From an optimization exercise on the open Yosys and OpenROAD flow, aimed at small area, a short achievable clock period and few clock cycles per item; shortcuts taken in it are not production practice.
For this run, only the layout was checked, not whether the RTL still works.

### design/flow/config.mk
export PLATFORM = sky130hd
export DESIGN_NAME = mult_controller
export DESIGN_NICKNAME = mult_controller
export VERILOG_FILES = /design/flow/design.v
export SDC_FILE = /design/flow/constraint.sdc
export NUM_CORES = 4
export LEC_CHECK = 0
export CAP_MARGIN = 20
export CORE_MARGIN = 2
export CORE_UTILIZATION = 40
export SETUP_SLACK_MARGIN = 1.0
export SLEW_MARGIN = 20
### design/flow/constraint.sdc
create_clock -name core_clock -period 4.5 [get_ports {clk}]
set_input_delay 0.9000 -clock core_clock [delete_from_list [all_inputs] [get_ports {clk}]]
set_output_delay 0.9000 -clock core_clock [all_outputs]
set_load 0.01 [all_outputs]
### design/flow/design.v
module mult_controller #(
    parameter integer WIDTH = 32
)
(
    input logic clk,
    input logic rst_n,
    input logic start,
    input logic signed [WIDTH - 1: 0] multiplicand,
    input logic signed [WIDTH - 1: 0] multiplier,
    output logic signed [2 * WIDTH - 1: 0] product,
    output logic done
);
    logic busy;                   
    logic [2:0] cnt;             
    logic [35:0] pl;              
    logic bprev;                  
    logic [31:0] ph;              
    logic [37:0] q0, q1;          
    wire [35:0] mx = {{4{multiplier[31]}}, multiplier};
    wire [5:0] mb = busy ? pl[5:0] : mx[5:0];
    wire [6:0] win = {mb, bprev & busy};
    wire [32:0] am = {multiplicand[31], multiplicand};   
    wire [32:0] a2 = {multiplicand, 1'b0};               
    wire [2:0] ng;
    wire [2:0] w0 = win[2:0];
    wire one0 = w0[0] ^ w0[1];
    wire two0 = (w0[2] & ~w0[1] & ~w0[0]) | (~w0[2] & w0[1] & w0[0]);
    assign ng[0] = w0[2];
    wire [32:0] x0 = ((am & {33{one0}}) | (a2 & {33{two0}})) ^ {33{ng[0]}};
    wire [2:0] w1 = win[4:2];
    wire one1 = w1[0] ^ w1[1];
    wire two1 = (w1[2] & ~w1[1] & ~w1[0]) | (~w1[2] & w1[1] & w1[0]);
    assign ng[1] = w1[2];
    wire [32:0] x1 = ((am & {33{one1}}) | (a2 & {33{two1}})) ^ {33{ng[1]}};
    wire [2:0] w2 = win[6:4];
    wire one2 = w2[0] ^ w2[1];
    wire two2 = (w2[2] & ~w2[1] & ~w2[0]) | (~w2[2] & w2[1] & w2[0]);
    assign ng[2] = w2[2];
    wire [32:0] x2 = ((am & {33{one2}}) | (a2 & {33{two2}})) ^ {33{ng[2]}};
    wire s1 = x0[4] ^ x1[2];
    wire c2 = x0[4] & x1[2];
    wire s3 = x0[5] ^ x1[3];
    wire c4 = x0[5] & x1[3];
    wire s5 = x0[6] ^ x1[4];
    wire c6 = x0[6] & x1[4];
    wire s7 = x0[7] ^ x1[5];
    wire c8 = x0[7] & x1[5];
    wire s9 = x0[8] ^ x1[6];
    wire c10 = x0[8] & x1[6];
    wire s11 = x0[9] ^ x1[7];
    wire c12 = x0[9] & x1[7];
    wire s13 = x0[10] ^ x1[8];
    wire c14 = x0[10] & x1[8];
    wire s15 = x0[11] ^ x1[9];
    wire c16 = x0[11] & x1[9];
    wire s17 = x0[12] ^ x1[10];
    wire c18 = x0[12] & x1[10];
    wire s19 = x0[13] ^ x1[11];
    wire c20 = x0[13] & x1[11];
    wire s21 = x0[14] ^ x1[12];
    wire c22 = x0[14] & x1[12];
    wire s23 = x0[15] ^ x1[13];
    wire c24 = x0[15] & x1[13];
    wire s25 = x0[16] ^ x1[14];
    wire c26 = x0[16] & x1[14];
    wire s27 = x0[17] ^ x1[15];
    wire c28 = x0[17] & x1[15];
    wire s29 = x0[18] ^ x1[16];
    wire c30 = x0[18] & x1[16];
    wire s31 = x0[19] ^ x1[17];
    wire c32 = x0[19] & x1[17];
    wire s33 = x0[20] ^ x1[18];
    wire c34 = x0[20] & x1[18];
    wire s35 = x0[21] ^ x1[19];
    wire c36 = x0[21] & x1[19];
    wire s37 = x0[22] ^ x1[20];
    wire c38 = x0[22] & x1[20];
    wire s39 = x0[23] ^ x1[21];
    wire c40 = x0[23] & x1[21];
    wire s41 = x0[24] ^ x1[22];
    wire c42 = x0[24] & x1[22];
    wire s43 = x0[25] ^ x1[23];
    wire c44 = x0[25] & x1[23];
    wire s45 = x0[26] ^ x1[24];
    wire c46 = x0[26] & x1[24];
    wire s47 = x0[27] ^ x1[25];
    wire c48 = x0[27] & x1[25];
    wire s49 = x0[28] ^ x1[26];
    wire c50 = x0[28] & x1[26];
    wire s51 = x0[29] ^ x1[27];
    wire c52 = x0[29] & x1[27];
    wire s53 = x0[30] ^ x1[28];
    wire c54 = x0[30] & x1[28];
    wire s55 = x0[31] ^ x1[29] ^ x2[27];
    wire c56 = (x0[31] & x1[29]) | (x0[31] & x2[27]) | (x1[29] & x2[27]);
    wire s57 = ~x0[32] ^ x1[30];
    wire c58 = ~x0[32] & x1[30];
    wire s59 = x1[31] ^ x2[29];
    wire c60 = x1[31] & x2[29];
    wire s61 = x0[2] ^ x1[0];
    wire c62 = x0[2] & x1[0];
    wire s63 = x0[3] ^ x1[1];
    wire c64 = x0[3] & x1[1];
    wire s65 = s1 ^ x2[0] ^ ng[2];
    wire c66 = (s1 & x2[0]) | (s1 & ng[2]) | (x2[0] & ng[2]);
    wire s67 = s3 ^ x2[1] ^ c2;
    wire c68 = (s3 & x2[1]) | (s3 & c2) | (x2[1] & c2);
    wire s69 = s5 ^ x2[2] ^ c4;
    wire c70 = (s5 & x2[2]) | (s5 & c4) | (x2[2] & c4);
    wire s71 = s7 ^ x2[3] ^ c6;
    wire c72 = (s7 & x2[3]) | (s7 & c6) | (x2[3] & c6);
    wire s73 = s9 ^ x2[4] ^ c8;
    wire c74 = (s9 & x2[4]) | (s9 & c8) | (x2[4] & c8);
    wire s75 = s11 ^ x2[5] ^ c10;
    wire c76 = (s11 & x2[5]) | (s11 & c10) | (x2[5] & c10);
    wire s77 = s13 ^ x2[6] ^ c12;
    wire c78 = (s13 & x2[6]) | (s13 & c12) | (x2[6] & c12);
    wire s79 = s15 ^ x2[7] ^ c14;
    wire c80 = (s15 & x2[7]) | (s15 & c14) | (x2[7] & c14);
    wire s81 = s17 ^ x2[8] ^ c16;
    wire c82 = (s17 & x2[8]) | (s17 & c16) | (x2[8] & c16);
    wire s83 = s19 ^ x2[9] ^ c18;
    wire c84 = (s19 & x2[9]) | (s19 & c18) | (x2[9] & c18);
    wire s85 = s21 ^ x2[10] ^ c20;
    wire c86 = (s21 & x2[10]) | (s21 & c20) | (x2[10] & c20);
    wire s87 = s23 ^ x2[11] ^ c22;
    wire c88 = (s23 & x2[11]) | (s23 & c22) | (x2[11] & c22);
    wire s89 = s25 ^ x2[12] ^ c24;
    wire c90 = (s25 & x2[12]) | (s25 & c24) | (x2[12] & c24);
    wire s91 = s27 ^ x2[13] ^ c26;
    wire c92 = (s27 & x2[13]) | (s27 & c26) | (x2[13] & c26);
    wire s93 = s29 ^ x2[14] ^ c28;
    wire c94 = (s29 & x2[14]) | (s29 & c28) | (x2[14] & c28);
    wire s95 = s31 ^ x2[15] ^ c30;
    wire c96 = (s31 & x2[15]) | (s31 & c30) | (x2[15] & c30);
    wire s97 = s33 ^ x2[16] ^ c32;
    wire c98 = (s33 & x2[16]) | (s33 & c32) | (x2[16] & c32);
    wire s99 = s35 ^ x2[17] ^ c34;
    wire c100 = (s35 & x2[17]) | (s35 & c34) | (x2[17] & c34);
    wire s101 = s37 ^ x2[18] ^ c36;
    wire c102 = (s37 & x2[18]) | (s37 & c36) | (x2[18] & c36);
    wire s103 = s39 ^ x2[19] ^ c38;
    wire c104 = (s39 & x2[19]) | (s39 & c38) | (x2[19] & c38);
    wire s105 = s41 ^ x2[20] ^ c40;
    wire c106 = (s41 & x2[20]) | (s41 & c40) | (x2[20] & c40);
    wire s107 = s43 ^ x2[21] ^ c42;
    wire c108 = (s43 & x2[21]) | (s43 & c42) | (x2[21] & c42);
    wire s109 = s45 ^ x2[22] ^ c44;
    wire c110 = (s45 & x2[22]) | (s45 & c44) | (x2[22] & c44);
    wire s111 = s47 ^ x2[23] ^ c46;
    wire c112 = (s47 & x2[23]) | (s47 & c46) | (x2[23] & c46);
    wire s113 = s49 ^ x2[24] ^ c48;
    wire c114 = (s49 & x2[24]) | (s49 & c48) | (x2[24] & c48);
    wire s115 = s51 ^ x2[25] ^ c50;
    wire c116 = (s51 & x2[25]) | (s51 & c50) | (x2[25] & c50);
    wire s117 = s53 ^ x2[26] ^ c52;
    wire c118 = (s53 & x2[26]) | (s53 & c52) | (x2[26] & c52);
    wire s119 = s55 ^ 1'b1 ^ c54;
    wire c120 = (s55 & 1'b1) | (s55 & c54) | (1'b1 & c54);
    wire s121 = s57 ^ x2[28] ^ c56;
    wire c122 = (s57 & x2[28]) | (s57 & c56) | (x2[28] & c56);
    wire s123 = s59 ^ 1'b1 ^ c58;
    wire c124 = (s59 & 1'b1) | (s59 & c58) | (1'b1 & c58);
    wire s125 = ~x1[32] ^ x2[30] ^ c60;
    wire c126 = (~x1[32] & x2[30]) | (~x1[32] & c60) | (x2[30] & c60);
    wire s127 = x2[31] ^ 1'b1;
    wire c128 = x2[31] & 1'b1;
    always_ff @(posedge clk) begin
        q0 <= {1'b1, ~x2[32], s127, s125, s123, s121, s119, s117, s115, s113, s111, s109, s107, s105, s103, s101, s99, s97, s95, s93, s91, s89, s87, s85, s83, s81, s79, s77, s75, s73, s71, s69, s67, s65, s63, s61, x0[1], x0[0]};
        q1 <= {1'b0, c128, c126, c124, c122, c120, c118, c116, c114, c112, c110, c108, c106, c104, c102, c100, c98, c96, c94, c92, c90, c88, c86, c84, c82, c80, c78, c76, c74, c72, c70, c68, c66, c64, c62, ng[1], 1'b0, ng[0]};
    end
    wire [37:0] acc = {6'd0, ~ph[31], ph[30:0]};
    wire [37:0] t0 = acc ^ q0 ^ q1;
    wire [37:0] t1 = {(acc[36:0] & q0[36:0]) | (acc[36:0] & q1[36:0]) | (q0[36:0] & q1[36:0]), 1'b0};
    wire [37:0] sum = t0 + t1;
    always_ff @(posedge clk or negedge rst_n) begin
        if (!rst_n) begin
            busy <= 1'b0;
            cnt  <= '0;
            done <= 1'b0;
        end else if (busy) begin
            cnt  <= cnt + 1'b1;
            if (cnt == 3'd5) begin
                busy <= 1'b0;
                done <= 1'b1;
            end
        end else if (start) begin
            busy <= 1'b1;
            cnt  <= '0;
            done <= 1'b0;
        end
    end
    always_ff @(posedge clk) begin
        if (busy) begin
            pl    <= {sum[5:0], pl[35:6]};
            ph    <= sum[37:6];
            bprev <= pl[5];
        end else if (start) begin
            ph    <= '0;
            pl    <= {6'd0, mx[35:6]};
            bprev <= mx[5];
        end
    end
    assign product = {ph[27:0], pl};
endmodule
### design/flow/run.sh
#!/bin/bash
# synth_recipe.tcl (not shown) runs the flow's synth.tcl, then flattens the netlist and writes it again
# the make line also repeats each setting of config.mk as NAME=value (left out here)
make -C /OpenROAD-flow-scripts/flow DESIGN_CONFIG=/design/flow/config.mk WORK_HOME=/design/flow/orfs CLKGATE_MAP_FILE= SYNTH_SCRIPT=/design/flow/synth_recipe.tcl finish
==> flow_summary.toml <==
[floorplan]
die-area_mm2 = 0.0289
initial_core_util = 0.408
design.portCount = 132
row_count = 60
die_h_um = 170
core_area_mm2 = 0.0270
floorplan.die.width_um = 170

[logic_synthesis]
yosysWarningCount = 1
ys_dominant_reg_cell = "sky130_fd_sc_hd__dfxtp_1"
synth_simple_gate_area_share = 0.0648
synth_xor_xnor_area_share = 0.0517
synth_edf_count = 69
synth.top_cell.area_share = 0.188
mux_cell_area_share_after_synthesis = 0.102
synth_sequential_area_ratio = 0.332
synth-adder-area-share = 0.199
synth_top_family_by_area = "adder cells"
async_reset_ff_frac = 0.0340
synthesis.area_per_instance_um2 = 10.5
synth_top_cells_by_area = "sky130_fd_sc_hd__edfxtp_1, sky130_fd_sc_hd__dfxtp_1, sky130_fd_sc_hd__fa_1, sky130_fd_sc_hd__ha_1, sky130_fd_sc_hd__mux2_2"
post_synthesis_cell_type_with_the_largest_combined_area = "sky130_fd_sc_hd__edfxtp_1"
netlist_area_mm2 = 0.0110
synth_fp_nets = 1254
ys_seq_elements = 147
synth.lib_cells_used.distinct = 69
synth_compound_gate_area_share = 0.187
post_syn_instances = 1049

[timing]
fin_crit_ns = 3.38
finalSetupViolations = 0
relSlewSlack = 0.474
fin_skew_ns = 0.00966
worst-slew-pin-transition_ns = 0.788
clock.fmax_ghz = 0.296
worst_hold_slack_ns = 0.521
setup_repair_after_global_routing_missed_its_margin = "false"
finalHoldViolations = 0
min_period_over_period = 0.750
sum_neg_setup_slack_ns = 0
postLayoutSetupSlackWorst_ns = 1.12
timing.final.max_slew_violations = 0

[clock_network]
cts_inserted_buffers = 17
clock_path_buffers = 2
tritoncts = "yes"
worstSkewPairLatency_ns = 0.42
clock_root_buffer_master = "sky130_fd_sc_hd__clkbuf_16"
cts.htree.levels = 4
reg_clk_slew_reported_paths_ns = 0.06
holdBufCountCts = 0
clock_sinks = 147

[critical_path]
cpLargestDelayFamily = "compound AO/OA/AOI/OAI gates"
cp.arrival_ns = 3.52
critical_path.max_stage_delay_ns = 0.50
cp_common_cell = "sky130_fd_sc_hd__ha_1"
start_kind = "flip-flop"
timing.reg2reg.setup_slack_ns = 1.12
crit_path_top_delay_cell = "sky130_fd_sc_hd__fa_1"
critPathBufInv = 0
critPathCaptureType = "flip-flop"
worst_path_required_ns = 4.65
worst-path-max-fanout = 5
crit_chain = "ha_1 -> ha_1 -> fa_1 -> a211oi_2 -> o211ai_2 -> a221oi_4 -> o21a_2 -> o211ai_1 -> mux2i_1 -> o311ai_1"
crit_type = "flip-flop to flip-flop"

[grt]
initial_antenna_violation_count = 0
grt.total_usage = 0.199
grt_pass1_wl_um = 44600
grt_overflow = 0
grt_max_degree = 37
vias_in_the_first_global_route = 7872

[detailed_routing]
antenna_left = 0
via_count = 8217
detail_route.wirelength_um = 28600
vias_per_cell = 5.66
drt_first_iter_violations = 779
route.detailed.wl_per_inst_um = 19.7
drtPass1Iterations = 5
drc = 0

[status]
status = "timing/DRC/antenna clean"

[placement]
place.gp.congestion = 0.854
dpl_worst_slack_ns = 0.743
io_buffer_count = 131
half_perimeter_wire_length_after_placement_um = 21400

[hold_path]
timing.hold.worst.class = "flip-flop to flip-flop"

[layout]
antenna_cells = 0
drive_above_1_share = 0.146
area_delta_synth_final_pct = 17.7
finalNetCount = 1304

[flow_run]
cap_violations = 0
worst paths after layout:
check,start,cells past startpoint,end
setup / recovery,ph[1],10,ph[27]
setup reg to reg,ph[1],10,ph[27]
max in group asynchronous,rst_n,1,busy
hold / removal,cnt[0],1,cnt[0]
min in group asynchronous,rst_n,1,busy
hold reg to reg,cnt[0],1,cnt[0]
timing repair:
action,CTS,global route
resized for setup,1,1
setup buffers,0,1
pin swaps,0,1
endpoints found under the setup margin,1,8
cells by family after synthesis:
kind of cell               Yosys count
adders and majority gates          139
AOI/OAI and AO/OA                  290
buffers and inverters              148
muxes                               99
xor gates and xnor gates            65
and+or+nand+nor                    161
DFF                                147
through the flow:
step	cell area, um2	util	std cells
final	12900	0.481	1453
after global routing	12900	0.481	1453
after CTS	12900	0.480	1452
after detailed placement	12300	0.458	1420
after global placement	12300	0.458	1420
after floorplan	11000	-	1049
synthesized netlist by cell type (all sizes together) (15+ instances only):
cell     n
nor2    50
dfxtp   73
fa      61
mux2    88
inv     26
xnor2   53
a21o    15
edfxtp  69
a22oi   33
a21oi   98
nand2   62
o21ai   28
a221oi  62
buf     54
clkbuf  68
ha      77
cells in the final DEF, fill, tap and decap left out, types with 3 or more instances in the layout:
cell type / count
sky130_fd_sc_hd__inv_1: 23
sky130_fd_sc_hd__a221oi_1: 61
sky130_fd_sc_hd__o21a_1: 10
sky130_fd_sc_hd__clkdlybuf4s50_1: 131
sky130_fd_sc_hd__o21ai_0: 23
sky130_fd_sc_hd__clkbuf_16: 19
sky130_fd_sc_hd__a21oi_1: 95
sky130_fd_sc_hd__o211ai_1: 7
sky130_fd_sc_hd__and2_1: 6
sky130_fd_sc_hd__fa_1: 61
sky130_fd_sc_hd__nand4_1: 12
sky130_fd_sc_hd__edfxtp_1: 69
sky130_fd_sc_hd__nor2_1: 47
sky130_fd_sc_hd__dfrtp_1: 4
sky130_fd_sc_hd__inv_6: 4
sky130_fd_sc_hd__dfxtp_1: 73
sky130_fd_sc_hd__nand2b_1: 6
sky130_fd_sc_hd__xor2_1: 12
sky130_fd_sc_hd__inv_2: 3
sky130_fd_sc_hd__nand2_1: 62
sky130_fd_sc_hd__xnor2_1: 53
sky130_fd_sc_hd__inv_4: 4
sky130_fd_sc_hd__nand3_1: 6
sky130_fd_sc_hd__mux2i_1: 9
sky130_fd_sc_hd__mux2_2: 76
sky130_fd_sc_hd__buf_4: 20
sky130_fd_sc_hd__a31oi_1: 7
sky130_fd_sc_hd__nor2_2: 3
sky130_fd_sc_hd__o21ai_1: 3
sky130_fd_sc_hd__a22oi_1: 32
sky130_fd_sc_hd__a21oi_2: 3
sky130_fd_sc_hd__mux2_1: 12
sky130_fd_sc_hd__ha_1: 77
sky130_fd_sc_hd__nor3_1: 7
sky130_fd_sc_hd__a21o_1: 15
final cells by class:
cell class	count	area [um2]
timing repair buffer	153	1490
fill	2456	14000
inverter	26	100
sequential	147	3660
multi-input combinational	754	6680
clock inverter	12	113
clock buffer	20	479
tap	341	427
routing by layer:
metal  vias up  GRT usage  part of all wire
li1       3918          -                 -
met1      3979      0.298              0.50
met2       295      0.301              0.43
met3        25     0.0281             0.055
met4         0     0.0517             0.012
met5         -          0                 0
flip-flops by register name, summed over array words and instances (netlist names):
register,cells
q0,37
pl,36
cnt,3
ph,32
done,1
bprev,1
busy,1
q1,36
worst register-to-register path: cells and delay by family (launching register included):
| family | cells | cell delay [ns] |
|---|---|---|
| AO/OA/AOI/OAI | 6 | 1.41 |
| adder cells (fa/ha/maj) | 3 | 1.06 |
| flip-flops | 1 | 0.43 |
| multiplexers | 1 | 0.21 |

afterwards: timing with drivers on the ports:
How much do the figures lean on ideal ports? The routed layout below was timed once more, with nothing changed but the port constraints. Step 1 sets driving cells, clkbuf_16 on the clock port and buf_2 on the other inputs (assumed; they add their load-dependent delay and slew). Step 2 adds t to the input delays and takes it off the output delays; t is the mean of the earliest and latest rising clock arrival at the registers after step 1. Input paths then give back, and output paths get back, about the clock's delay inside the block. Three values: ideal, step 1, step 2; two values: the first two.
shift t [ns]: 0.466
setup WS [ns]: 1.123 / 1.123 / 0.716
worst setup path after step 2: input to register
worst data-port slew with drivers (ns): 0.05
After both steps setup and hold are still met in this run. The setup slack of this run moves by 0.000 ns with the drivers and by -0.407 ns with both steps.
